This is an optimization exercise on Yosys and OpenROAD, whose aim is small area, not a production implementation.
At most, simulation tests tie the RTL to the original design; equivalence was not proved.
No functional check of the RTL was part of runs 1 and 2.
The flow treats the clock pin as an ideal source, which a real chip does not have.
Power and IR drop assume default switching activity.

$ cat flow/run.sh
#!/bin/bash
# Own flow: the standard ORFS flow, with synthesis using an area-oriented ABC script
# (flow/abc.script) and no half-adder extraction, and a leaner clock tree.
set -euo pipefail
W=$PWD
export OWN_ABC_SCRIPT=$W/flow/abc.script
bash standard.sh synth SYNTH_SCRIPT=$W/flow/my_synth.tcl > $W/own_synth.log 2>&1
export CTS_ARGS="-sink_clustering_enable -repair_clock_nets -dont_use_dummy_load -buf_list sky130_fd_sc_hd__clkbuf_4 -root_buf sky130_fd_sc_hd__clkbuf_8"
export POST_CTS_TCL=$W/flow/post_cts.tcl
export OWN_CLK_SLEW=0.112
export POST_GLOBAL_PLACE_TCL=$W/flow/post_gp.tcl
export BUFFER_PORTS_ARGS="-buffer_cell sky130_fd_sc_hd__buf_1"
bash standard.sh > $W/own_flow.log 2>&1
$ cat flow/abc.script
&get -n
&st
&dc2
&dc2
&dch -f
&nf -R 1000 -p -C 32 -F 8
&put
$ cat flow/my_synth.tcl
proc synth {args} { yosys synth -nofsm -noshare {*}$args }
proc abc {args} {
  set i [lsearch -exact $args -script]
  if { $i >= 0 } { lset args [expr {$i + 1}] $::env(OWN_ABC_SCRIPT) }
  puts "own abc: [lindex $args [expr {$i + 1}]]"
  yosys abc {*}$args
}
proc extract_fa {args} { puts "extract_fa skipped" }
source $::env(SCRIPTS_DIR)/synth.tcl
# left out here: clear keep_hierarchy, flatten, clean up, hide names made inside functions, write 1_2_yosys.v
$ cat flow/post_cts.tcl
estimate_parasitics -placement
proc own_load_slew { inst } {
  set worst 0
  set out [get_pins -of_objects $inst -filter "direction == output"]
  foreach pin [get_pins -of_objects [get_nets -of_objects $out]] {
    if { [get_property $pin direction] == "output" } { continue }
    set s [get_property $pin slew_max]
    if { $s > $worst } { set worst $s }
  }
  return $worst
}
set own_sizes {sky130_fd_sc_hd__clkbuf_4 sky130_fd_sc_hd__clkbuf_8 sky130_fd_sc_hd__clkbuf_16}
set n 0
foreach inst [get_cells clkbuf_*] {
  set leaf 1
  set out [get_pins -of_objects $inst -filter "direction == output"]
  foreach pin [get_pins -of_objects [get_nets -of_objects $out]] {
    if { [get_property $pin direction] == "output" } { continue }
    if { [string match "clkbuf_*" [get_full_name [get_cells -of_objects $pin]]] } { set leaf 0 }
  }
  if { !$leaf } { continue }
  set cur [lsearch -exact $own_sizes [get_property $inst ref_name]]
  if { $cur < 0 } { continue }
  while { [own_load_slew $inst] > $::env(OWN_CLK_SLEW) && $cur < [llength $own_sizes] - 1 } {
    incr cur
    replace_cell $inst [lindex $own_sizes $cur]
    incr n
  }
}
puts "post_cts: upsized clock buffers $n times"
if { $n > 0 } {
  detailed_placement
  estimate_parasitics -placement
}
$ cat flow/post_gp.tcl
# Drop the buffers that timing-driven global placement put on internal nets
# (not the port buffers, nor buffers on the input ports' fan-out); the resize
# step's repair_design adds back whatever slew or capacitance still needs.
set own_n 0
foreach inst [get_cells place*] {
  if { ![string match "sky130_fd_sc_hd__buf_*" [get_property $inst ref_name]] } { continue }
  set name [get_full_name $inst]
  set in_net [get_nets -of_objects [get_pins $name/A]]
  set out_net [get_nets -of_objects [get_pins $name/X]]
  set drv [get_pins -of_objects $in_net -filter "direction == output"]
  if { [llength $drv] != 1 } { continue }
  if { [string match "input*" [get_full_name [get_cells -of_objects $drv]]] } { continue }
  if { [llength [get_ports -quiet -of_objects $out_net]] > 0 } { continue }
  if { [llength [get_ports -quiet -of_objects $in_net]] > 0 } { continue }
  foreach pin [get_pins -of_objects $out_net -filter "direction == input"] {
    disconnect_pin $out_net $pin
    connect_pin $in_net $pin
  }
  disconnect_pin $in_net [get_pins $name/A]
  disconnect_pin $out_net [get_pins $name/X]
  delete_instance $inst
  delete_net $out_net
  incr own_n
}
puts "post_gp: removed $own_n buffers"
estimate_parasitics -placement
$ cat standard.sh
#!/bin/bash
# synth_recipe.tcl (not shown) runs the flow's synth.tcl, then flattens the netlist and writes it again
# the make line also repeats each setting of config.mk as NAME=value (left out here)
make -C /OpenROAD-flow-scripts/flow DESIGN_CONFIG=/design/flow/config.mk WORK_HOME=/design/flow/orfs CLKGATE_MAP_FILE= SYNTH_SCRIPT=/design/flow/synth_recipe.tcl "${@:-finish}"
$ cat config.mk
export PLATFORM = sky130hd
export DESIGN_NAME = Tx8b10b
export DESIGN_NICKNAME = Tx8b10b
export VERILOG_FILES = /design/flow/design.v
export SDC_FILE = /design/flow/constraint.sdc
export NUM_CORES = 4
export LEC_CHECK = 0
export CAP_MARGIN = 0
export CORE_MARGIN = 2
export CORE_UTILIZATION = 75
export SLEW_MARGIN = 0
$ cat constraint.sdc
create_clock -name core_clock -period 5.0 [get_ports {clk}]
set_input_delay 1.0000 -clock core_clock [delete_from_list [all_inputs] [get_ports {clk}]]
set_output_delay 1.0000 -clock core_clock [all_outputs]
set_load 0.01 [all_outputs]
$ cat design.v
module Fifo(input clk, input rst, input write, input read, input [7:0] dataIn,
 output [7:0] dataOut, output reg dataPresent, output halfFull, output full);
reg [7:0] memory[15:0];
reg [3:0] pointer;
wire zero = ~|pointer;
integer i;
always @(posedge clk) if (write) begin memory[0] <= dataIn; for (i=1;i<16;i=i+1) memory[i] <= memory[i-1]; end
always @(posedge clk) begin
  if (rst) begin pointer <= 0; dataPresent <= 0; end
  else begin
    dataPresent <= write | (dataPresent & ~(zero & read));
    case ({read, write})
      2'b01: if (!full && dataPresent) pointer <= pointer + 1'b1;
      2'b10: if (!zero) pointer <= pointer - 1'b1;
      default: ;
    endcase
  end
end
assign halfFull = pointer[3];
assign full = &pointer;
reg [7:0] rd; always @* begin rd=0; for (i=0;i<16;i=i+1) rd = rd | (memory[i] & {8{pointer==i}}); end
assign dataOut=rd;
endmodule
module Tx8b10b (
    input clk,
    input rst,
    input en,
    input [7:0] dataIn,
    input writeStrobe,
    output dataPresent,
    output halfFull,
    output full,
    output tx
);
wire [7:0] d;
reg readStrobe;
Fifo txFifo (
    .clk(clk), .rst(rst), .write(writeStrobe), .read(readStrobe), .dataIn(dataIn),
    .dataOut(d), .dataPresent(dataPresent), .halfFull(halfFull), .full(full)
);
reg line;
reg [8:0] t;
reg ph;              
reg idle;            
reg rd6;             
reg rd4;             
wire c9 = ph;
wire c0 = idle | (~ph & ~|t[7:0]);
reg [5:0] base6;    
always @* begin
    case (d[4:0])
        5'd0 : base6 = 6'b100111;  5'd1 : base6 = 6'b011101;
        5'd2 : base6 = 6'b101101;  5'd3 : base6 = 6'b110001;
        5'd4 : base6 = 6'b110101;  5'd5 : base6 = 6'b101001;
        5'd6 : base6 = 6'b011001;  5'd7 : base6 = 6'b111000;
        5'd8 : base6 = 6'b111001;  5'd9 : base6 = 6'b100101;
        5'd10: base6 = 6'b010101;  5'd11: base6 = 6'b110100;
        5'd12: base6 = 6'b001101;  5'd13: base6 = 6'b101100;
        5'd14: base6 = 6'b011100;  5'd15: base6 = 6'b010111;
        5'd16: base6 = 6'b011011;  5'd17: base6 = 6'b100011;
        5'd18: base6 = 6'b010011;  5'd19: base6 = 6'b110010;
        5'd20: base6 = 6'b001011;  5'd21: base6 = 6'b101010;
        5'd22: base6 = 6'b011010;  5'd23: base6 = 6'b111010;
        5'd24: base6 = 6'b110011;  5'd25: base6 = 6'b100110;
        5'd26: base6 = 6'b010110;  5'd27: base6 = 6'b110110;
        5'd28: base6 = 6'b001110;  5'd29: base6 = 6'b101110;
        5'd30: base6 = 6'b011110;  default: base6 = 6'b101011;
    endcase
end
wire [31:0] NN6 = 32'he9818117;    
wire [31:0] CP6 = 32'he9818197;    
wire nn6 = NN6[d[4:0]];
wire flip6 = rd6 & CP6[d[4:0]];
wire [5:0] code6 = base6 ^ {6{flip6}};
wire [5:0] fill6 = rd4 ? 6'b110000 : 6'b001111;
wire dpLatch = ~((t[7] == t[6]) & (t[6] == t[5]) & (t[5] == t[4]));
wire useAlt = (t[5] == t[4]) & (t[4] != rd4);
wire [2:0] x4 = dpLatch ? d[7:5] : {~rd4, rd4, ~rd4};
reg [3:0] base4;    
always @* begin
    case (x4)
        3'd0: base4 = 4'b1011;  3'd1: base4 = 4'b1001;
        3'd2: base4 = 4'b0101;  3'd3: base4 = 4'b1100;
        3'd4: base4 = 4'b1101;  3'd5: base4 = 4'b1010;
        3'd6: base4 = 4'b0110;  default: base4 = useAlt ? 4'b0111 : 4'b1110;
    endcase
end
wire nn4 = (x4 == 3'd0) | (x4 == 3'd4) | (x4 == 3'd7);
wire flip4 = rd4 & (nn4 | (x4 == 3'd3));
wire [3:0] code4 = base4 ^ {4{flip4}};
wire [3:0] fill4 = rd4 ? 4'b0101 : 4'b1010;
assign tx = line;
wire [5:0] L6 = (dataPresent ? base6 : 6'b001111) ^ {6{dataPresent ? flip6 : rd4}};    
wire [3:0] L4 = code4;        
always @(posedge clk) begin
    if (rst) begin
        rd6 <= 1'b0;
        rd4 <= 1'b0;
        ph <= 1'b0;
        idle <= 1'b1;
        line <= 1'b0;
    end
    else if (en) begin
        idle <= 1'b0;
        ph <= c0;
        line <= c0 ? L6[5] : t[8];
        if (c0) begin
            if (dataPresent) rd4 <= rd6 ^ nn6;
            else rd6 <= rd4;
        end
        else if (c9) begin
            rd6 <= rd4 ^ nn4;
            if (~dpLatch) rd4 <= ~rd4;
        end
    end
end
always @(posedge clk) begin
    readStrobe <= en & c9 & dpLatch;
    if (en) begin
        t[8:5] <= c0 ? L6[4:1] : t[7:4];
        t[4]   <= c0 ? L6[0] : c9 ? L4[3] : t[3];
        t[3:1] <= c9 ? L4[2:0] : t[2:0];
        t[0]   <= c9;
    end
end
endmodule
==> results of run 1 <==
[worst max path at each step]
| stage | endpoint | slack (ps) | start | cells after the start |
|---|---|---|---|---|
| 3_3_place_gp | line | 1210 | txFifo.pointer[0] | 16 |
| 5_1_grt | line | 70 | txFifo.pointer[3] | 16 |
| 2_1_floorplan | t[5] | 1590 | txFifo.pointer[0] | 12 |
| 3_5_place_dp | line | 580 | txFifo.pointer[2] | 15 |
| 6_report | t[5] | 300 | txFifo.pointer[3] | 13 |
[final cells by class]
cell class                 count  area, µm²  share of cell area
sequential                   148       4330               0.702
multi-input combinational    237       1460               0.237
clock buffer                  17        153              0.0247
tap                          102        128              0.0207
timing repair buffer          17       75.1              0.0122
inverter                       5       18.8             0.00304
[power breakdown]
group	total (µW)	internal (µW)	switching (µW)
clock network	533	192	340
registers	1500	1440	54.9
logic	228	77.9	150
total	2260	1710	545
[metrics by stage]
stage / power, µW / util / cells / hold WS, ps / instance area (µm²)
3_3_place_gp: 1740 / 0.802 / 521 / 429 / 6100
3_5_place_dp: 1740 / 0.789 / 508 / 435 / 6000
5_1_grt: 2330 / 0.811 / 526 / 458 / 6170
6_report: 2260 / 0.811 / 526 / 452 / 6170
2_1_floorplan: 1650 / - / 390 / 425 / 5800
[synth_stat cells (all sizes together), types with 2 or more instances]
cell | number | area [µm²]
edfxtp | 137 | 4110
nor2 | 47 | 176
a22oi | 28 | 210
a222oi | 22 | 220
nand2 | 22 | 82.6
a21oi | 19 | 95.1
o21ai | 16 | 80.1
nor3 | 13 | 65.1
dfxtp | 11 | 220
nand4 | 11 | 68.8
xnor2 | 7 | 61.3
nand2b | 6 | 37.5
clkinv | 5 | 18.8
nand3 | 4 | 20.0
nor4 | 4 | 25.0
a211oi | 3 | 22.5
a31o | 3 | 26.3
a31oi | 3 | 18.8
mux2i | 3 | 30.0
xor2 | 3 | 26.3
a221oi | 2 | 17.5
and2 | 2 | 12.5
nand3b | 2 | 15.0
nor2b | 2 | 12.5
o21a | 2 | 15.0
[worst max-delay path: stages, from the launching register on]
cell	delay (ps)
dfxtp_1	530
nand2_1	170
nor3_1	1190
a22oi_1	250
nand4_1	230
nor2_1	130
nor2_1	230
nor2_1	90
nor3_1	300
o21ai_0	160
o2111ai_1	330
o21ai_0	400
xnor2_1	330
a21oi_1	100
[metal layers]
| layer | vias to the layer above | GRT usage | part of all wire |
|---|---|---|---|
| met2 | 331 | 0.479 | 0.46 |
| met1 | 1867 | 0.454 | 0.39 |
| met4 | 0 | 0.126 | 0.028 |
| li1 | 1672 | - | - |
| met5 | - | 0 | 0 |
| met3 | 47 | 0.0830 | 0.12 |
[flip-flops by register name, indices dropped and copies added (netlist names)]
| signal | cells |
|---|---|
| txFifo.dataPresent | 1 |
| txFifo.memory | 128 |
| readStrobe | 1 |
| ph | 1 |
| line | 1 |
| txFifo.pointer | 4 |
| rd4 | 1 |
| t | 9 |
| rd6 | 1 |
| idle | 1 |
[logic make-up after synthesis]
family	count (synthesis)	share of synthesized area
flip-flops	148	0.747
AND/OR/NAND/NOR	116	0.0930
AO/OA/AOI/OAI	108	0.136
XOR/XNOR	10	0.0151
buffers and inverters	5	0.00324
multiplexers	3	0.00518
[cells in the final DEF (no fill, tap or decap), types with 2 or more instances in the layout]
cell type	instances
edfxtp_1	137
nor2_1	47
a22oi_1	28
nand2_1	22
a222oi_1	22
a21oi_1	19
o21ai_0	16
clkbuf_4	14
buf_1	14
nor3_1	11
nand4_1	11
dfxtp_1	11
xnor2_1	7
nand2b_1	6
clkinv_1	5
nand3_1	4
clkbuf_8	4
nor4_1	3
a31o_1	3
a31oi_1	3
xor2_1	3
a211oi_1	3
mux2i_1	3
and2_0	2
nor3_2	2
a221oi_1	2
nor2b_1	2
nand3b_1	2
o21a_1	2
buf_4	2
==> results.ini, run 1 <==
[cts]
cts.reportedPaths.clkPinSlew_ps = 100
cts.sinks = 148
clk_latency_ps = 410
cts_tree = yes

[hold_path]
hold_depth = 0
min_from = txFifo.memory[10][5]
hold_class = reg2reg
hold_end = txFifo.memory[11][5]

[critical_path]
cp-end-kind = flip-flop
reg2regPathDepth = 13
cp.arrival_ps = 4820
critPathLaunchType = flip-flop
path_class = reg2reg
r2r_slack_ps = 300
timing.rr.end = t[5]
required_ps = 5110
cp_max_fo = 10
r2r_start = txFifo.pointer[3]

[power_and_ir_drop]
p_leak_uw = 0.00200
p_per_area_nw_per_um2 = 366
peakVddDrop_mv = 0.324

[cells_and_area]
syn_to_final_growth_pct = 6.41
nNetsFinal = 438
fill_cells = 405
num_antenna_cells = 0
drive_gt1_frac = 0.0542

[placement]
pre_cts_slack_ps = 576
io_buffer_count = 15
hpwlAfterDp_mm = 8.18

[die]
pin_count = 16
die_area_um2 = 8450
rows = 32
die_w_um = 91.9
design.core.area_um2 = 7610
start_util = 0.762
die_y_um = 91.9

[drt]
via_per_inst = 7.45
ant_nets = 0
totalWireLength_mm = 12.9
initialDrtViolationCount = 692
drc = 0
first_pass_iters = 7
avgRoutedWirePerCell_um = 24.5
dr_total_vias = 3917

[timing]
layout_setup_ws_ps = 296
maxSlewViolCount = 9
max_freq_mhz = 213
slew_headroom = -0.0334
layout_min_cycle_time_ps = 4700
tightestPinTransition_ps = 1540
fin_crit_sh = 0.941
tns_ps = 0
finClkSkew_ps = 24.9
setup_viol = 0
hold_viol = 0
grt_setup_unrepaired = false

[global_route]
grt_pass1_vias = 3610
antenna_found_initial = 0
grt_max_degree = 78
grt_pass1_wl_mm = 19.3
grt.total_usage = 0.317
grt.overflow.total = 0

[job]
maxCapViolCount = 1

[synthesis]
ys_types = 38
synth-seq-cells = 148
synth_ff_type = edfxtp_1
async_flop_share = 0
ys_seq_area_frac = 0.747
postSynthAreaPerCell_um2 = 14.9
yosysWarnings = 3
synth_cells = 390
netlist_area_um2 = 5800
synth_edf_count = 137
syn-num-nets = 402

[run_status]
violations = max-capacitance violations, max-slew violations
status = finished with violations

==> inputs of run 2 (changes only) <==
--- a/config.mk
+++ b/config.mk
@@ -7,5 +7,5 @@
 export LEC_CHECK = 0
-export CAP_MARGIN = 0
+export CAP_MARGIN = 5
 export CORE_MARGIN = 2
 export CORE_UTILIZATION = 75
-export SLEW_MARGIN = 0
+export SLEW_MARGIN = 5
==> results.ini, run 2 <==
[run_status]
status = timing/DRC/antenna clean  ; was finished with violations

[cells_and_area]
reg_top3 = txFifo.memory: 128 flops, t: 9 flops, txFifo.pointer: 4 flops  ; unchanged
layout_common_cells = edfxtp_1 (137), nor2_1 (47), a22oi_1 (28)  ; unchanged
fill_cells = 403  ; was 405
drive_gt1_frac = 0.0610  ; was 0.0542
num_antenna_cells = 0  ; unchanged
nNetsFinal = 440  ; was 438
syn_to_final_growth_pct = 6.80  ; was 6.41%
layoutNonFillerInstCount = 528  ; was 526
multiInputGateArea_um2 = 1480  ; was 1460 µm²
seqCellArea_um2 = 4330  ; unchanged
final_common_cell = edfxtp_1  ; unchanged
largest-register = txFifo.memory  ; unchanged
fin_area_um2 = 6190  ; was 6170 µm²
largest_register_ffs = 128  ; unchanged

[die]
die_w_um = 91.9  ; unchanged
die_area_um2 = 8450  ; unchanged
die_y_um = 91.9  ; unchanged
pin_count = 16  ; unchanged
rows = 32  ; unchanged
start_util = 0.762  ; unchanged
design.core.area_um2 = 7610  ; unchanged

[synthesis]
synth-seq-cells = 148  ; unchanged
async_flop_share = 0  ; unchanged
postSynthAreaPerCell_um2 = 14.9  ; unchanged
ys_types = 38  ; unchanged
ys_top_cells_by_area = edfxtp_1 (71%), a222oi_1 (3.8%), dfxtp_1 (3.8%)  ; unchanged
synth_edf_count = 137  ; unchanged
synth_ff_type = edfxtp_1  ; unchanged
netlist.area_leader.share = 0.709  ; unchanged
ys_seq_area_frac = 0.747  ; unchanged
yosysWarnings = 3  ; unchanged
synth_top_area_cell = edfxtp_1  ; unchanged
synth_cells = 390  ; unchanged
syn-num-nets = 402  ; unchanged
yosysMostFrequentCell = edfxtp_1  ; unchanged
netlist_area_um2 = 5800  ; unchanged
synth_commonest_cells = edfxtp_1 (137), nor2_1 (47), a22oi_1 (28)  ; unchanged

[timing]
layout_setup_ws_ps = 665  ; was 296 ps
max_freq_mhz = 231  ; was 213 MHz
tightestPinTransition_ps = 1030  ; was 1540 ps
hold_viol = 0  ; unchanged
setup_viol = 0  ; unchanged
finClkSkew_ps = 26.6  ; was 24.9 ps
slew_headroom = 0.313  ; was -0.0334
grt_setup_unrepaired = false  ; unchanged
fin_crit_sh = 0.867  ; was 0.941
maxSlewViolCount = 0  ; was 9
layout_min_cycle_time_ps = 4340  ; was 4700 ps
tns_ps = 0  ; unchanged
holdWs_ps = 434  ; was 452 ps

[critical_path]
critPathLaunchType = flip-flop  ; unchanged
cpPeakStageDelay_ps = 830  ; was 1190 ps
cp-end-kind = flip-flop  ; unchanged
crit_chain = nand2_1 > nor2_1 > a22oi_1 > nand4_1 > nor2_1 > nor2_1 > nor2_1 > nor3_1 > o21ai_0 > o2111ai_1 > o21ai_0 > xnor2_1 > a21oi_1  ; was nand2_1 > nor3_1 > a22oi_1 > nand4_1 > nor2_1 > nor2_1 > nor2_1 > nor3_1 > o21ai_0 > o2111ai_1 > o21ai_0 > xnor2_1 > a21oi_1
cp_top_family = simple AND/OR/NAND/NOR gates  ; unchanged
cpMostUsedCell = nor2_1  ; unchanged
required_ps = 5120  ; was 5110 ps
cp.arrival_ps = 4460  ; was 4820 ps
cp_max_fo = 10  ; unchanged
cp_slowest_cell = nor2_1  ; was nor3_1
path_buf_inv = 0  ; unchanged
path_class = reg2reg  ; unchanged

[cts]
cts.reportedPaths.clkPinSlew_ps = 110  ; was 100 ps
cts.sinks = 148  ; unchanged
clk_latency_ps = 420  ; was 410 ps
cts_tree = yes  ; unchanged

[job]
maxCapViolCount = 0  ; was 1

[drt]
first_pass_iters = 7  ; unchanged
dr_total_vias = 3900  ; was 3917
drc = 0  ; unchanged
initialDrtViolationCount = 603  ; was 692
via_per_inst = 7.39  ; was 7.45
avgRoutedWirePerCell_um = 24.4  ; was 24.5 µm
totalWireLength_mm = 12.9  ; about the same
ant_nets = 0  ; unchanged

[power_and_ir_drop]
p_sw_frac = 0.242  ; was 0.241
peakVddDrop_mv = 0.215  ; was 0.324 mV
p_per_area_nw_per_um2 = 364  ; was 366 nW/µm²
seq_power_share = 0.666  ; was 0.663
clockPowerShare = 0.233  ; was 0.236
p_int_uw = 1710  ; about the same
p_leak_uw = 0.00202  ; was 0.00200 µW
combPwrFrac = 0.101  ; about the same
switchingPower_uw = 546  ; was 545 µW

[placement]
dp_cells = 510  ; was 508
hpwlAfterDp_mm = 8.32  ; was 8.18 mm
io_buffer_count = 15  ; unchanged
placed_cell_area_um2 = 6030  ; was 6000 µm²
pre_cts_slack_ps = 568  ; was 576 ps

[hold_path]
hold_class = reg2reg  ; unchanged

[global_route]
grt_pass1_wl_mm = 19.7  ; was 19.3 mm
grt.total_usage = 0.320  ; was 0.317
antenna_found_initial = 0  ; unchanged
grt_max_degree = 78  ; unchanged
grt_pass1_vias = 3577  ; was 3610
grt.overflow.total = 0  ; unchanged

run 2: changes by cell type in the layout (fill, tap and decap cells not counted), sizes merged:
cell | previous run | this run
buf | 16 | 18
run 2: final timing paths:
check / to / slack [ps] / depth (start not counted) / start
setup / recovery: t[5] / 660 / 13 / txFifo.pointer[0]
hold / removal: txFifo.memory[12][6] / 430 / 0 / txFifo.memory[11][6]
setup reg to reg: t[5] / 660 / 13 / txFifo.pointer[0]
hold reg to reg: txFifo.memory[12][6] / 430 / 0 / txFifo.memory[11][6]
run 2: final cells by class:
cell class	instances	share of cell area
flip-flops and latches	148	0.700
multi-input cells	237	0.238
well taps	102	0.0206
inverters	5	0.00303
repair buffers	19	0.0145
clock buffers	17	0.0236
run 2: worst reg2reg max path, delay by kind of cell (launching register included):
family	cells	cell delay [ps]
AND/OR/NAND/NOR	7	1970
AO/OA/AOI/OAI	5	1170
flip-flops	1	620
XOR/XNOR	1	310
run 2: per-layer routing:
metal,global-route usage,wire length (µm)
met1,0.468,4960
met2,0.493,6060
met3,0.0731,1490
met4,0.102,381
met5,0,0
run 2: power by group through the flow:
stage          Clock (µW)  Combinational (µW)  Sequential [µW]
2_1_floorplan           0                 151             1500
3_3_place_gp            0                 217             1520
3_5_place_dp            0                 220             1520
5_1_grt               567                 252             1510
6_report              525                 227             1500
run 2: stage by stage:
| stage | util | power [µW] |
|---|---|---|
| floorplan | - | 1650 |
| global placement | 0.802 | 1740 |
| detailed placement | 0.792 | 1740 |
| global route | 0.814 | 2320 |
| finish | 0.814 | 2250 |
run 2: logic make-up after synthesis:
group	synth area share
DFF	0.747
and+or+nand+nor	0.0930
AOI/OAI and AO/OA	0.136
xor gates and xnor gates	0.0151
buffers and inverters	0.00324
muxes	0.00518
==> inputs of run 3 (changes only) <==
--- a/design.v
+++ b/design.v
@@ -77,6 +77,5 @@
 wire useAlt = (t[5] == t[4]) & (t[4] != rd4);
-wire [2:0] x4 = dpLatch ? d[7:5] : {~rd4, rd4, ~rd4};
 reg [3:0] base4;    
 always @* begin
-    case (x4)
+    case (d[7:5])
         3'd0: base4 = 4'b1011;  3'd1: base4 = 4'b1001;
@@ -87,4 +86,4 @@
 end
-wire nn4 = (x4 == 3'd0) | (x4 == 3'd4) | (x4 == 3'd7);
-wire flip4 = rd4 & (nn4 | (x4 == 3'd3));
+wire nn4 = (d[7:5] == 3'd0) | (d[7:5] == 3'd4) | (d[7:5] == 3'd7);
+wire flip4 = rd4 & (nn4 | (d[7:5] == 3'd3));
 wire [3:0] code4 = base4 ^ {4{flip4}};
@@ -92,4 +91,4 @@
 assign tx = line;
-wire [5:0] L6 = (dataPresent ? base6 : 6'b001111) ^ {6{dataPresent ? flip6 : rd4}};    
-wire [3:0] L4 = code4;        
+wire [5:0] L6 = dataPresent ? code6 : fill6;    
+wire [3:0] L4 = dpLatch ? code4 : fill4;        
 always @(posedge clk) begin
@@ -111,4 +110,4 @@
         else if (c9) begin
-            rd6 <= rd4 ^ nn4;
-            if (~dpLatch) rd4 <= ~rd4;
+            if (dpLatch) rd6 <= rd4 ^ nn4;
+            else rd4 <= ~rd4;
         end
--- a/config.mk
+++ b/config.mk
@@ -7,5 +7,5 @@
 export LEC_CHECK = 0
-export CAP_MARGIN = 5
+export CAP_MARGIN = 20
 export CORE_MARGIN = 2
 export CORE_UTILIZATION = 75
-export SLEW_MARGIN = 5
+export SLEW_MARGIN = 20
==> results.ini, run 3 <==
[die]
rows = 32  ; unchanged
die_y_um = 92.2  ; was 91.9 µm
design.core.area_um2 = 7650  ; was 7610 µm²
die_w_um = 92.2  ; was 91.9 µm
start_util = 0.762  ; about the same
die_area_um2 = 8490  ; was 8450 µm²
pin_count = 16  ; unchanged

[synthesis]
ys_seq_area_frac = 0.744  ; was 0.747
syn-num-nets = 404  ; was 402
netlist_area_um2 = 5830  ; was 5800 µm²
netlist.area_leader.share = 0.706  ; was 0.709
synth_cells = 392  ; was 390
ys_top_cells_by_area = edfxtp_1 (71%), a22oi_1 (4.0%), dfxtp_1 (3.8%)  ; was edfxtp_1 (71%), a222oi_1 (3.8%), dfxtp_1 (3.8%)
yosysMostFrequentCell = edfxtp_1  ; unchanged
synth-seq-cells = 148  ; unchanged
async_flop_share = 0  ; unchanged
synth_edf_count = 137  ; unchanged
yosysWarnings = 3  ; unchanged
postSynthAreaPerCell_um2 = 14.9  ; about the same
synth_commonest_cells = edfxtp_1 (137), nor2_1 (36), a22oi_1 (31)  ; was edfxtp_1 (137), nor2_1 (47), a22oi_1 (28)
ys_types = 39  ; was 38
synth_ff_type = edfxtp_1  ; unchanged
synth_top_area_cell = edfxtp_1  ; unchanged

[drt]
drc = 0  ; unchanged
first_pass_iters = 5  ; was 7
dr_total_vias = 3881  ; was 3900
totalWireLength_mm = 12.8  ; was 12.9 mm
via_per_inst = 7.36  ; was 7.39
avgRoutedWirePerCell_um = 24.3  ; was 24.4 µm
ant_nets = 0  ; unchanged
initialDrtViolationCount = 571  ; was 603

[cells_and_area]
fill_cells = 411  ; was 403
syn_to_final_growth_pct = 6.74  ; was 6.80%
reg_top3 = txFifo.memory: 128 flops, t: 9 flops, txFifo.pointer: 4 flops  ; unchanged
num_antenna_cells = 0  ; unchanged
final_common_cell = edfxtp_1  ; unchanged
layout_common_cells = edfxtp_1 (137), nor2_1 (36), a22oi_1 (31)  ; was edfxtp_1 (137), nor2_1 (47), a22oi_1 (28)
drive_gt1_frac = 0.0612  ; was 0.0610
nNetsFinal = 439  ; was 440
largest-register = txFifo.memory  ; unchanged
largest_register_ffs = 128  ; unchanged

[global_route]
antenna_found_initial = 0  ; unchanged
grt.total_usage = 0.320  ; about the same
grt_max_degree = 70  ; was 78
grt_pass1_wl_mm = 19.6  ; was 19.7 mm
grt_pass1_vias = 3731  ; was 3577
grt.overflow.total = 0  ; unchanged

[timing]
max_freq_mhz = 230  ; was 231 MHz
finClkSkew_ps = 37.1  ; was 26.6 ps
layout_min_cycle_time_ps = 4360  ; was 4340 ps
maxSlewViolCount = 0  ; unchanged
fin_crit_sh = 0.871  ; was 0.867
hold_viol = 0  ; unchanged
grt_setup_unrepaired = false  ; unchanged
slew_headroom = 0.329  ; was 0.313
layout_setup_ws_ps = 644  ; was 665 ps
tightestPinTransition_ps = 1000  ; was 1030 ps
tns_ps = 0  ; unchanged
setup_viol = 0  ; unchanged

[power_and_ir_drop]
peakVddDrop_mv = 0.269  ; was 0.215 mV
p_leak_uw = 0.00206  ; was 0.00202 µW
p_per_area_nw_per_um2 = 366  ; was 364 nW/µm²

[placement]
hpwlAfterDp_mm = 8.30  ; was 8.32 mm
io_buffer_count = 15  ; unchanged
pre_cts_slack_ps = 715  ; was 568 ps

[critical_path]
reg2regPathDepth = 14  ; was 13
required_ps = 5170  ; was 5120 ps
r2r_start = txFifo.pointer[0]  ; unchanged
cp.arrival_ps = 4520  ; was 4460 ps
cp-end-kind = flip-flop  ; unchanged
cp_max_fo = 11  ; was 10
critPathLaunchType = flip-flop  ; unchanged
path_class = reg2reg  ; unchanged
timing.rr.end = t[7]  ; was t[5]
r2r_slack_ps = 640  ; was 660 ps

[cts]
clk_latency_ps = 420  ; about the same
cts.reportedPaths.clkPinSlew_ps = 100  ; was 110 ps
cts.sinks = 148  ; unchanged
cts_tree = yes  ; unchanged

[hold_path]
hold_class = reg2reg  ; unchanged
min_from = txFifo.memory[7][7]  ; was txFifo.memory[11][6]
hold_end = txFifo.memory[8][7]  ; was txFifo.memory[12][6]
hold_depth = 0  ; unchanged

[run_status]
status = timing/DRC/antenna clean  ; unchanged

[job]
maxCapViolCount = 0  ; unchanged

## run 3: cell types whose count changed after synthesis, moves of 3 or more
cell     delta
a21oi_1     -7
o22ai_1     +3
a22oi_1     +3
nor2_1     -11
a22o_1      +4
nor3_1      +5
a21o_1      +4
nand2_1     +4
o21ai_0     +3
mux2i_1     -3
## run 3: logic make-up (layout without fill, tap and decap cells)
group           after synthesis  after routing  synth area share
mux                           1              1           0.00193
compound gates              117            117             0.148
xor+xnor                     12             12            0.0180
buf+inv                       7             40           0.00451
flops                       148            148             0.744
simple gates                107            107            0.0841
## run 3: final cells by class
cell class / instances / area (µm²) / area share
multi-input cells: 237 / 1510 / 0.243
well taps: 102 / 128 / 0.0205
inverters: 7 / 26.3 / 0.00422
repair buffers: 16 / 67.6 / 0.0109
clock buffers: 17 / 153 / 0.0245
flip-flops and latches: 148 / 4330 / 0.697
## run 3: power by group
part	leakage (µW)	switching [µW]	total, µW	internal [µW]
sequential	0.00143	54.9	1500	1440
clock	0.0000886	348	540	192
combinational	0.000542	151	238	87.1
## run 3: routing by layer
metal,vias to the layer above,global-route usage,part of all wire
li1,1685,-,-
met1,1857,0.439,0.36
met2,288,0.490,0.48
met3,51,0.0822,0.12
met4,0,0.153,0.033
met5,-,0,0
## run 3: critical path, cell delays in order, from the launching register on
cell and delay, ps:
dfxtp_1 650, nand2b_1 220, nor2_1 730, a222oi_1 270
nand3_1 250, nor2_1 140, nor3_1 300, clkinv_1 180
a21oi_1 160, or3b_1 130, nand2_1 60, a31oi_1 540
xor2_1 200, nand2_1 70, a22o_1 210
## run 3: per-stage QoR
stage / util / hold slack (ps) / std cells / power [µW] / instance area [µm²]
detailed placement: 0.794 / 431 / 510 / 1750 / 6070
finish: 0.814 / 442 / 527 / 2280 / 6220
floorplan: - / 425 / 392 / 1660 / 5830
global placement: 0.795 / 430 / 517 / 1740 / 6080
global route: 0.814 / 460 / 527 / 2340 / 6220
## run 3: worst max-delay path by stage
| stage | slack, ps | to | startpoint |
|---|---|---|---|
| after floorplan | 1370 | t[5] | txFifo.pointer[0] |
| final | 640 | t[7] | txFifo.pointer[0] |
| after global routing | 280 | t[7] | txFifo.pointer[0] |
| after global placement | 1050 | t[7] | txFifo.pointer[0] |
| after detailed placement | 720 | t[6] | txFifo.pointer[0] |
==> inputs of run 4 (changes only) <==
--- a/design.v
+++ b/design.v
@@ -1,4 +1,13 @@
-module Fifo(input clk, input rst, input write, input read, input [7:0] dataIn,
- output [7:0] dataOut, output reg dataPresent, output halfFull, output full);
-reg [7:0] memory[15:0];
+module Fifo (
+    input clk,
+    input rst,
+    input write,
+    input read,
+    input [7:0] dataIn,
+    output [7:0] dataOut,
+    output reg dataPresent,
+    output halfFull,
+    output full
+);
+reg [7:0] memory [15:0];
 reg [3:0] pointer;
@@ -6,13 +15,21 @@
 integer i;
-always @(posedge clk) if (write) begin memory[0] <= dataIn; for (i=1;i<16;i=i+1) memory[i] <= memory[i-1]; end
 always @(posedge clk) begin
-  if (rst) begin pointer <= 0; dataPresent <= 0; end
-  else begin
-    dataPresent <= write | (dataPresent & ~(zero & read));
-    case ({read, write})
-      2'b01: if (!full && dataPresent) pointer <= pointer + 1'b1;
-      2'b10: if (!zero) pointer <= pointer - 1'b1;
-      default: ;
-    endcase
-  end
+    if (write) begin
+        memory[0] <= dataIn;
+        for (i = 1; i < 16; i = i + 1) memory[i] <= memory[i-1];
+    end
+end
+always @(posedge clk) begin
+    if (rst) begin
+        pointer <= 0;
+        dataPresent <= 0;
+    end
+    else begin
+        dataPresent <= write | (dataPresent & ~(zero & read));
+        case ({read, write})
+            2'b01: if (!full && dataPresent) pointer <= pointer + 1'b1;
+            2'b10: if (!zero) pointer <= pointer - 1'b1;
+            default: ;
+        endcase
+    end
 end
@@ -20,4 +37,8 @@
 assign full = &pointer;
-reg [7:0] rd; always @* begin rd=0; for (i=0;i<16;i=i+1) rd = rd | (memory[i] & {8{pointer==i}}); end
-assign dataOut=rd;
+reg [7:0] rd;
+always @* begin
+    rd = 0;
+    for (i = 0; i < 16; i = i + 1) rd = rd | (memory[i] & {8{pointer == i}});
+end
+assign dataOut = rd;
 endmodule
@@ -73,9 +94,8 @@
 wire flip6 = rd6 & CP6[d[4:0]];
-wire [5:0] code6 = base6 ^ {6{flip6}};
-wire [5:0] fill6 = rd4 ? 6'b110000 : 6'b001111;
 wire dpLatch = ~((t[7] == t[6]) & (t[6] == t[5]) & (t[5] == t[4]));
 wire useAlt = (t[5] == t[4]) & (t[4] != rd4);
+wire [2:0] x4 = dpLatch ? d[7:5] : {~rd4, rd4, ~rd4};
 reg [3:0] base4;    
 always @* begin
-    case (d[7:5])
+    case (x4)
         3'd0: base4 = 4'b1011;  3'd1: base4 = 4'b1001;
@@ -86,9 +106,8 @@
 end
-wire nn4 = (d[7:5] == 3'd0) | (d[7:5] == 3'd4) | (d[7:5] == 3'd7);
-wire flip4 = rd4 & (nn4 | (d[7:5] == 3'd3));
+wire nn4 = (x4 == 3'd0) | (x4 == 3'd4) | (x4 == 3'd7);
+wire flip4 = rd4 & (nn4 | (x4 == 3'd3));
 wire [3:0] code4 = base4 ^ {4{flip4}};
-wire [3:0] fill4 = rd4 ? 4'b0101 : 4'b1010;
 assign tx = line;
-wire [5:0] L6 = dataPresent ? code6 : fill6;    
-wire [3:0] L4 = dpLatch ? code4 : fill4;        
+wire [5:0] L6 = (dataPresent ? base6 : 6'b001111) ^ {6{dataPresent ? flip6 : rd4}};    
+wire [3:0] L4 = code4;        
 always @(posedge clk) begin
@@ -110,4 +129,4 @@
         else if (c9) begin
-            if (dpLatch) rd6 <= rd4 ^ nn4;
-            else rd4 <= ~rd4;
+            rd6 <= rd4 ^ nn4;
+            if (~dpLatch) rd4 <= ~rd4;
         end
--- a/flow/run.sh
+++ b/flow/run.sh
@@ -1,4 +1,11 @@
 #!/bin/bash
-# Own flow: the standard ORFS flow, with synthesis using an area-oriented ABC script
-# (flow/abc.script) and no half-adder extraction, and a leaner clock tree.
+# Own flow: the standard ORFS flow (standard.sh) with these changes, all aimed
+# at cell area:
+#  - synthesis uses an area-oriented ABC script (flow/abc.script) and skips
+#    Yosys's half-adder extraction (flow/my_synth.tcl); registers are mapped as
+#    in the standard synthesis, before ABC, so they are the same;
+#  - port buffers are buf_1;
+#  - buffers that timing-driven global placement put on internal nets are taken
+#    out again (flow/post_gp.tcl); the resize step's repair_design keeps what
+#    slew and capacitance need, and later timing repair what timing needs;
 set -euo pipefail
--- a/flow/my_synth.tcl
+++ b/flow/my_synth.tcl
@@ -1 +1,4 @@
+# synth_recipe.tcl (the standard synthesis) with two changes: the final ABC mapping
+# uses the script in $OWN_ABC_SCRIPT, and extract_fa (half-adder extraction) is
+# skipped. Flip-flops are mapped before ABC as in the standard synthesis.
 proc synth {args} { yosys synth -nofsm -noshare {*}$args }
--- a/config.mk
+++ b/config.mk
@@ -7,5 +7,5 @@
 export LEC_CHECK = 0
-export CAP_MARGIN = 20
+export CAP_MARGIN = 5
 export CORE_MARGIN = 2
 export CORE_UTILIZATION = 75
-export SLEW_MARGIN = 20
+export SLEW_MARGIN = 5
==> results.ini, run 4 <==
[run_status]
status = timing/DRC/antenna clean  ; unchanged

[synthesis]
yosysWarnings = 3  ; unchanged
synth_top_area_cell = edfxtp_1  ; unchanged
postSynthAreaPerCell_um2 = 14.9  ; about the same
ys_top_cells_by_area = edfxtp_1 (71%), a222oi_1 (3.8%), dfxtp_1 (3.8%)  ; was edfxtp_1 (71%), a22oi_1 (4.0%), dfxtp_1 (3.8%)
synth_cells = 390  ; was 392
synth_edf_count = 137  ; unchanged
ys_types = 38  ; was 39
netlist_area_um2 = 5800  ; was 5830 µm²
yosysMostFrequentCell = edfxtp_1  ; unchanged
synth_commonest_cells = edfxtp_1 (137), nor2_1 (47), a22oi_1 (28)  ; was edfxtp_1 (137), nor2_1 (36), a22oi_1 (31)
ys_seq_area_frac = 0.747  ; was 0.744
netlist.area_leader.share = 0.709  ; was 0.706
async_flop_share = 0  ; unchanged
synth_ff_type = edfxtp_1  ; unchanged
syn-num-nets = 402  ; was 404
synth-seq-cells = 148  ; unchanged

[critical_path]
cp.arrival_ps = 4460  ; was 4520 ps
reg2regPathDepth = 13  ; was 14
cp_max_fo = 10  ; was 11
cp-end-kind = flip-flop  ; unchanged
r2r_slack_ps = 660  ; was 640 ps
critPathLaunchType = flip-flop  ; unchanged
r2r_start = txFifo.pointer[0]  ; unchanged
required_ps = 5120  ; was 5170 ps
timing.rr.end = t[5]  ; was t[7]
path_class = reg2reg  ; unchanged

[placement]
io_buffer_count = 15  ; unchanged
placed_cell_area_um2 = 6030  ; was 6070 µm²
dp_cells = 510  ; unchanged
hpwlAfterDp_mm = 8.32  ; was 8.30 mm

[timing]
tightestPinTransition_ps = 1030  ; was 1000 ps
slew_headroom = 0.313  ; was 0.329
fin_crit_sh = 0.867  ; was 0.871
setup_viol = 0  ; unchanged
layout_min_cycle_time_ps = 4340  ; was 4360 ps
maxSlewViolCount = 0  ; unchanged
hold_viol = 0  ; unchanged
tns_ps = 0  ; unchanged
max_freq_mhz = 231  ; was 230 MHz
finClkSkew_ps = 26.6  ; was 37.1 ps
holdWs_ps = 434  ; was 442 ps
grt_setup_unrepaired = false  ; unchanged

[cts]
clk_latency_ps = 420  ; about the same
cts_tree = yes  ; unchanged
cts.sinks = 148  ; unchanged
cts.reportedPaths.clkPinSlew_ps = 110  ; was 100 ps

[global_route]
grt_pass1_vias = 3577  ; was 3731
grt_max_degree = 78  ; was 70
antenna_found_initial = 0  ; unchanged
grt_pass1_wl_mm = 19.7  ; was 19.6 mm
grt.total_usage = 0.320  ; about the same
grt.overflow.total = 0  ; unchanged

[die]
rows = 32  ; unchanged
pin_count = 16  ; unchanged
design.core.area_um2 = 7610  ; was 7650 µm²
die_area_um2 = 8450  ; was 8490 µm²
die_w_um = 91.9  ; was 92.2 µm
die_y_um = 91.9  ; was 92.2 µm
start_util = 0.762  ; about the same

[cells_and_area]
reg_top3 = txFifo.memory: 128 flops, t: 9 flops, txFifo.pointer: 4 flops  ; unchanged
seqCellArea_um2 = 4330  ; unchanged
layout_common_cells = edfxtp_1 (137), nor2_1 (47), a22oi_1 (28)  ; was edfxtp_1 (137), nor2_1 (36), a22oi_1 (31)
syn_to_final_growth_pct = 6.80  ; was 6.74%
drive_gt1_frac = 0.0610  ; was 0.0612
nNetsFinal = 440  ; was 439
fin_area_um2 = 6190  ; was 6220 µm²
largest_register_ffs = 128  ; unchanged
final_common_cell = edfxtp_1  ; unchanged
num_antenna_cells = 0  ; unchanged
layoutNonFillerInstCount = 528  ; was 527
fill_cells = 403  ; was 411
largest-register = txFifo.memory  ; unchanged
multiInputGateArea_um2 = 1480  ; was 1510 µm²

[power_and_ir_drop]
p_leak_uw = 0.00202  ; was 0.00206 µW
peakVddDrop_mv = 0.215  ; was 0.269 mV
power_uw = 2250  ; was 2280 µW
p_per_area_nw_per_um2 = 364  ; was 366 nW/µm²

[drt]
dr_total_vias = 3900  ; was 3881
initialDrtViolationCount = 603  ; was 571
totalWireLength_mm = 12.9  ; was 12.8 mm
drc = 0  ; unchanged
ant_nets = 0  ; unchanged
first_pass_iters = 7  ; was 5
via_per_inst = 7.39  ; was 7.36
avgRoutedWirePerCell_um = 24.4  ; was 24.3 µm

[hold_path]
min_from = txFifo.memory[11][6]  ; was txFifo.memory[7][7]
hold_end = txFifo.memory[12][6]  ; was txFifo.memory[8][7]
hold_class = reg2reg  ; unchanged
hold_depth = 0  ; unchanged

[job]
maxCapViolCount = 0  ; unchanged

==> run 4: cell count changes after synthesis, sizes merged, moves of 3 or more <==
cell | previous run | this run
a21o | 5 | 1
a21oi | 12 | 19
a22o | 4 | 0
a22oi | 31 | 28
mux2i | 0 | 3
nand2 | 26 | 22
nor2 | 36 | 47
nor3 | 18 | 13
o21ai | 19 | 16
o22ai | 4 | 1
==> run 4: logic make-up (layout without fill, tap and decap cells) <==
| logic type | count (synthesis) | after routing | share of synthesized area |
|---|---|---|---|
| DFF | 148 | 148 | 0.747 |
| and+or+nand+nor | 116 | 116 | 0.0930 |
| AOI/OAI and AO/OA | 108 | 108 | 0.136 |
| xor gates and xnor gates | 10 | 10 | 0.0151 |
| buffers and inverters | 5 | 41 | 0.00324 |
| muxes | 3 | 3 | 0.00518 |
==> run 4: report_power, final <==
| part | leakage [µW] | internal (µW) | switching [µW] |
|---|---|---|---|
| Sequential | 0.00143 | 1440 | 55.4 |
| Clock | 0.0000860 | 184 | 341 |
| Combinational | 0.000509 | 78.5 | 149 |
| Total | 0.00202 | 1710 | 546 |
==> run 4: routing by layer <==
metal | up-vias | global-route usage | wire length (µm)
met4 | 0 | 0.102 | 381
met1 | 1861 | 0.468 | 4960
met5 | - | 0 | 0
met2 | 319 | 0.493 | 6060
met3 | 38 | 0.0731 | 1490
li1 | 1682 | - | -
==> run 4: area by class of cell <==
class	instances	area share
flip-flops and latches	148	0.700
repair buffers	19	0.0145
multi-input cells	237	0.238
inverters	5	0.00303
well taps	102	0.0206
clock buffers	17	0.0236
==> run 4: worst max-delay path: stages, from the launching register on <==
cell and delay (ps):
dfxtp_1 620, nand2_1 210, nor2_1 830, a22oi_1 170, nand4_1 230, nor2_1 130
nor2_1 200, nor2_1 90, nor3_1 270, o21ai_0 170, o2111ai_1 330, o21ai_0 390
xnor2_1 310, a21oi_1 100
==> run 4: worst max path at each step <==
stage	startpoint	endpoint	slack, ps	depth (start not counted)
after floorplan	txFifo.pointer[0]	t[5]	1590	12
after global placement	txFifo.pointer[0]	line	1210	16
after detailed placement	txFifo.pointer[2]	line	570	15
after global routing	txFifo.pointer[0]	line	260	16
final	txFifo.pointer[0]	t[5]	660	13
==> run 4: per-stage QoR <==
stage / util / worst slack, ps
2_1_floorplan: - / 1590
3_3_place_gp: 0.802 / 1210
3_5_place_dp: 0.792 / 568
5_1_grt: 0.814 / 256
6_report: 0.814 / 665

re-timing with driven ports:
No port has a modelled driver above. Below, the same layouts with a new extraction and two added sets of constraints.
Step 1: set_driving_cell puts a clkbuf_16 on clk and a buf_2 on each other input, an assumption about the parent block.
Step 2 moves the port delays by t, midway between the first and last clock arrival at a register: inputs arrive t later, outputs are due t later. That takes back most of the time a late clock gives input paths.
Three values: ideal, step 1, step 2; two values: the first two.
run	shift t [ns]	setup WS [ns]	worst register clock-pin slew, ns
run 1	0.428	0.296 / 0.296 / 0.296	0.10 / 0.10
run 2	0.440	0.665 / 0.665 / 0.665	0.11 / 0.11
run 3	0.441	0.644 / 0.644 / 0.644	0.10 / 0.10
run 4	0.440	0.665 / 0.665 / 0.665	0.11 / 0.11
